Context: an optimization exercise on an open-source flow, tuned for small area. The choices shown serve that exercise and are no tape-out recipe.
The RTL was checked by simulation tests, not by an equivalence proof against the original design.
Power figures rest on the tool's default switching activity, not on a simulated workload. The flow treats the clock pin as an ideal source, which a real chip does not have.

== rev 12 ==
// Multiplierless_Correlator
module Multiplierless_Correlator #(parameter FBIT = 7) (
	input clk, rst,
	input ena,
	input [15:0] CR_in,
	output reg [4+FBIT:0] CR_out
);
==> flow/config.mk <==
export PLATFORM = sky130hd
export DESIGN_NAME = Multiplierless_Correlator
export DESIGN_NICKNAME = Multiplierless_Correlator
export VERILOG_FILES = /design/flow/design.v
export SDC_FILE = /design/flow/constraint.sdc
export NUM_CORES = 4
export LEC_CHECK = 0
export CAP_MARGIN = 20
export CORE_MARGIN = 2
export CORE_UTILIZATION = 70
export CTS_BUF_LIST = sky130_fd_sc_hd__clkbuf_16
export CTS_CLUSTER_DIAMETER = 80
export CTS_CLUSTER_SIZE = 32
export SLEW_MARGIN = 20
export SYNTH_HIERARCHICAL = 1
==> flow/constraint.sdc <==
create_clock -name core_clock -period 10.0 [get_ports {clk}]
set_input_delay 2.0000 -clock core_clock [delete_from_list [all_inputs] [get_ports {clk}]]
set_output_delay 2.0000 -clock core_clock [all_outputs]
set_load 0.01 [all_outputs]
run.sh (not shown) runs the stock make flow with config.mk's settings and CLKGATE_MAP_FILE= SYNTH_SCRIPT=/design/flow/synth_recipe.tcl, a recipe that flattens the netlist after the stock synthesis.
Rev 12 finished every step from synthesis to the final layout, and the layout passed the timing, design-rule and antenna checks.
> inputs changed (rev 12 -> rev 13)
Settings: CORE_UTILIZATION: 70 -> 60; CTS_CLUSTER_DIAMETER: 80 -> 100; CTS_CLUSTER_SIZE: 32 -> 28.
### Flow results
- Diff rev 12..rev 13 | worst hold slack | negligible
- Looking at initial antenna violation count, rev 13 sits below rev 12.
- There was hardly any difference in growth of design area from synthesis to finish between rev 12 and rev 13.
- Rev 13 — leakage power 0.44% lower, rev 12 as reference
- [diff] minimum setup slack in the final design, rev 13 relative to rev 12: improvement
- Taking rev 12 over rev 13, the non-clock buffer instance count of the final layout ratio works out to 0.921.

---

== run a ==
Another version of the RTL of Multiplierless_Correlator (not shown whole).
Size: roughly 2800 cells after synthesis, ~31 I/O pins.
==> flow/config.mk <==
export PLATFORM = sky130hd
export DESIGN_NAME = Multiplierless_Correlator
export DESIGN_NICKNAME = Multiplierless_Correlator
export VERILOG_FILES = /design/flow/design.v
export SDC_FILE = /design/flow/constraint.sdc
export NUM_CORES = 4
export LEC_CHECK = 0
export CAP_MARGIN = 0
export CORE_MARGIN = 2
export CORE_UTILIZATION = 60
export CTS_BUF_LIST = sky130_fd_sc_hd__clkbuf_16
export CTS_CLUSTER_DIAMETER = 110
export CTS_CLUSTER_SIZE = 30
export PLACE_DENSITY = 0.9
export SLEW_MARGIN = 0
export SYNTH_HIERARCHICAL = 1
==> flow/constraint.sdc <==
create_clock -name core_clock -period 10.0 [get_ports {clk}]
set_input_delay 2.0000 -clock core_clock [delete_from_list [all_inputs] [get_ports {clk}]]
set_output_delay 2.0000 -clock core_clock [all_outputs]
set_load 0.01 [all_outputs]
standard.sh (not shown) runs the stock make flow with config.mk's settings and CLKGATE_MAP_FILE= SYNTH_SCRIPT=/design/flow/synth_recipe.tcl, a recipe that flattens the netlist after the stock synthesis.
==> flow/flow/run.sh <==
#!/bin/bash
# The standard layout (standard.sh), with the smallest buffer on the ports and
# clock tree settings: clkbuf_16 leaves, clkbuf_8 root, no dummy loads.
set -euo pipefail
bash standard.sh "BUFFER_PORTS_ARGS=-buffer_cell sky130_fd_sc_hd__buf_1" \
  "CTS_ARGS=-sink_clustering_enable -repair_clock_nets -sink_clustering_size 33 -sink_clustering_max_diameter 80 -buf_list sky130_fd_sc_hd__clkbuf_16 -root_buf sky130_fd_sc_hd__clkbuf_8 -dont_use_dummy_load" \
  finish > standard_flow.log 2>&1
For run b, these inputs were changed with respect to run a:
# run a
export LEC_CHECK = 0
export CAP_MARGIN = 0
export CORE_MARGIN = 2
export CORE_UTILIZATION = 60
export CTS_BUF_LIST = sky130_fd_sc_hd__clkbuf_16
export CTS_CLUSTER_DIAMETER = 110
export CTS_CLUSTER_SIZE = 30
export PLACE_DENSITY = 0.9
export SLEW_MARGIN = 0
export SYNTH_HIERARCHICAL = 1
create_clock -name core_clock -period 10.0 [get_ports {clk}]
# run b
export LEC_CHECK = 0
export CAP_MARGIN = 0
export CORE_MARGIN = 2
export CORE_UTILIZATION = 60
export CTS_BUF_LIST = sky130_fd_sc_hd__clkbuf_16
export CTS_CLUSTER_DIAMETER = 110
export CTS_CLUSTER_SIZE = 30
export SLEW_MARGIN = 0
export SYNTH_HIERARCHICAL = 1
create_clock -name core_clock -period 10.0 [get_ports {clk}]
==> flow/flow/run.sh <==
#!/bin/bash
# The standard layout (standard.sh), with the smallest buffer on the ports and
# clock tree settings: clkbuf_16 leaves, clkbuf_8 root and tree buffers, no dummy loads.
set -euo pipefail
bash standard.sh "BUFFER_PORTS_ARGS=-buffer_cell sky130_fd_sc_hd__buf_1" \
  "CTS_ARGS=-sink_clustering_enable -repair_clock_nets -sink_clustering_size 30 -sink_clustering_max_diameter 110 -buf_list sky130_fd_sc_hd__clkbuf_16 -root_buf sky130_fd_sc_hd__clkbuf_8 -tree_buf sky130_fd_sc_hd__clkbuf_8 -dont_use_dummy_load" \
  finish > standard_flow.log 2>&1
## What came out
- Relative contribution of the clock network to total power across run b and run a: no real change.
- When the final numbers for run b and run a were put side by side, the worst setup slack turned out to be greater in run b.
- Summary: with run a as the reference, highest ir drop seen on vdd in run b moved down by more than 10%.
- Going from run a to run b, core utilization comparable, total power comparable, non-clock buffer count now larger.
- Worst max-slew margin expressed relative to the limit: run b better than run a
- Run b vs. run a: clock input transition at the sequential cells of the worst setup and hold paths has remained practically unchanged, routed wire length now smaller.
- There was hardly any difference in area added between synthesis and finish between run b and run a.
- Cell area after layout delta (run a -> run b): insignificant

---

Multiplierless_Correlator with an RTL version that a note above also has.
Size in the first run: roughly 2800 cells after synthesis, about 1100 flip-flops, ~31 I/O pins, ~42000 µm² of cells after synthesis.
make LEC_CHECK=0 CAP_MARGIN=0 CORE_MARGIN=2 CORE_UTILIZATION=60 CTS_BUF_LIST=sky130_fd_sc_hd__clkbuf_16 CTS_CLUSTER_DIAMETER=110 CTS_CLUSTER_SIZE=30 SLEW_MARGIN=0 SYNTH_HIERARCHICAL=1 finish   # period 10.0 ns
run.sh (not shown) runs the stock make flow with config.mk's settings and CLKGATE_MAP_FILE= SYNTH_SCRIPT=/design/flow/synth_recipe.tcl, a recipe that flattens the netlist after the stock synthesis.
Stock flow here: none of the scripts above is used.
Rerun with:
- CAP_MARGIN: 0 -> 20
- CORE_UTILIZATION: 60 -> 40
- CTS_CLUSTER_DIAMETER: 110 -> 100
- CTS_CLUSTER_SIZE: 30 -> 28
- SLEW_MARGIN: 0 -> 20
After rerunning:
- design area grows by 1.6%
- sequential share of layout area decreases by 0.81 points
- maximum frequency falls by about 0.3%
- via count hardly moves
- worst setup slack is worse by 0.026 ns
- total power is higher by 1.4%
- area after synthesis does not change
- cell count is higher by about 13%
- critical path depth stays the same
- synthesized cell count stays the same
Rerun with:
- CAP_MARGIN: 20 -> 0
- CORE_UTILIZATION: 40 -> 60
- PLACE_DENSITY: not set -> 0.8
- SLEW_MARGIN: 20 -> 0
Non-clock buffer count climbs by 4. Global-route usage went up by 6.5 points. Final area came out lower by 1.4%. Wire length hardly moves. Total power is lower by 0.94%. Worst hold slack gains 0.0052 ns. Sequential power hardly moves. Register-to-register slack is about the same. Clock-buffer cell count is lower by 1. Sequential cell count does not change.
Rerun with:
==> flow/flow/run.sh (new file) <==
#!/bin/bash
# The standard layout (standard.sh), with the smallest buffer on the ports and
# clock tree settings: clkbuf_16 leaves, clkbuf_8 root, no dummy loads.
set -euo pipefail
bash standard.sh "BUFFER_PORTS_ARGS=-buffer_cell sky130_fd_sc_hd__buf_1" \
  "CTS_ARGS=-sink_clustering_enable -repair_clock_nets -sink_clustering_size 30 -sink_clustering_max_diameter 110 -buf_list sky130_fd_sc_hd__clkbuf_16 -root_buf sky130_fd_sc_hd__clkbuf_8 -dont_use_dummy_load" \
  finish > standard_flow.log 2>&1
==> flow/standard.sh (new file) <==
#!/bin/bash
# synth_recipe.tcl (not shown) runs the flow's synth.tcl, then flattens the netlist and writes it again
# the make line also repeats each setting of config.mk as NAME=value (left out here)
make -C /OpenROAD-flow-scripts/flow DESIGN_CONFIG=/design/flow/config.mk WORK_HOME=/design/flow/orfs CLKGATE_MAP_FILE= SYNTH_SCRIPT=/design/flow/synth_recipe.tcl "${@:-finish}"
- CTS_CLUSTER_DIAMETER: 100 -> 110
- CTS_CLUSTER_SIZE: 28 -> 30
- PLACE_DENSITY: 0.8 -> not set
removed: flow/run.sh
Result:
- core utilization shrinks by 0.52 points
- power shrinks by a few percent
- design area shrinks slightly
- fmax grows slightly

[re-timing with driven ports]
No port has a modelled driver above. Below, the same layouts with a new extraction and two added sets of constraints.
Step 1 assumes that a clkbuf_16 drives the clock port and a buf_2 every other input.
Step 2 moves the port delays by t, midway between the first and last clock arrival at a register: inputs arrive t later, outputs are due t later. That takes back most of the time a late clock gives input paths.
Three values: ideal ports, drivers, drivers and shift; two values: the first two.
| run | t (ns) | setup slack, ns | hold slack, ns | worst slew at a driven data input, ns | pins driven straight from the clock port |
|---|---|---|---|---|---|
| rev 12 | 0.673 | 1.489 / 1.489 / 1.489 | 0.480 / 0.480 / 0.480 | 0.04 | 1 |
| rev 13 | 0.679 | 1.520 / 1.520 / 1.520 | 0.480 / 0.480 / 0.480 | 0.05 | 1 |
| run a | 0.736 | 1.853 / 1.853 / 1.853 | 0.309 / 0.309 / 0.309 | 0.03 | 1 |
| run b | 0.762 | 1.988 / 1.988 / 1.988 | 0.442 / 0.442 / 0.442 | 0.12 | 1 |
| the first run of note 3 | 0.672 | 1.530 / 1.530 / 1.530 | 0.481 / 0.481 / 0.481 | 0.05 | 1 |
| the second run of note 3 | 0.679 | 1.504 / 1.504 / 1.504 | 0.462 / 0.462 / 0.462 | 0.04 | 1 |
| the third run of note 3 | 0.675 | 1.499 / 1.499 / 1.499 | 0.467 / 0.467 / 0.467 | 0.04 | 1 |
| the fourth run of note 3 | 0.778 | 1.527 / 1.527 / 1.527 | 0.426 / 0.426 / 0.426 | 0.08 | 1 |
After both steps every run listed still meets setup and hold.
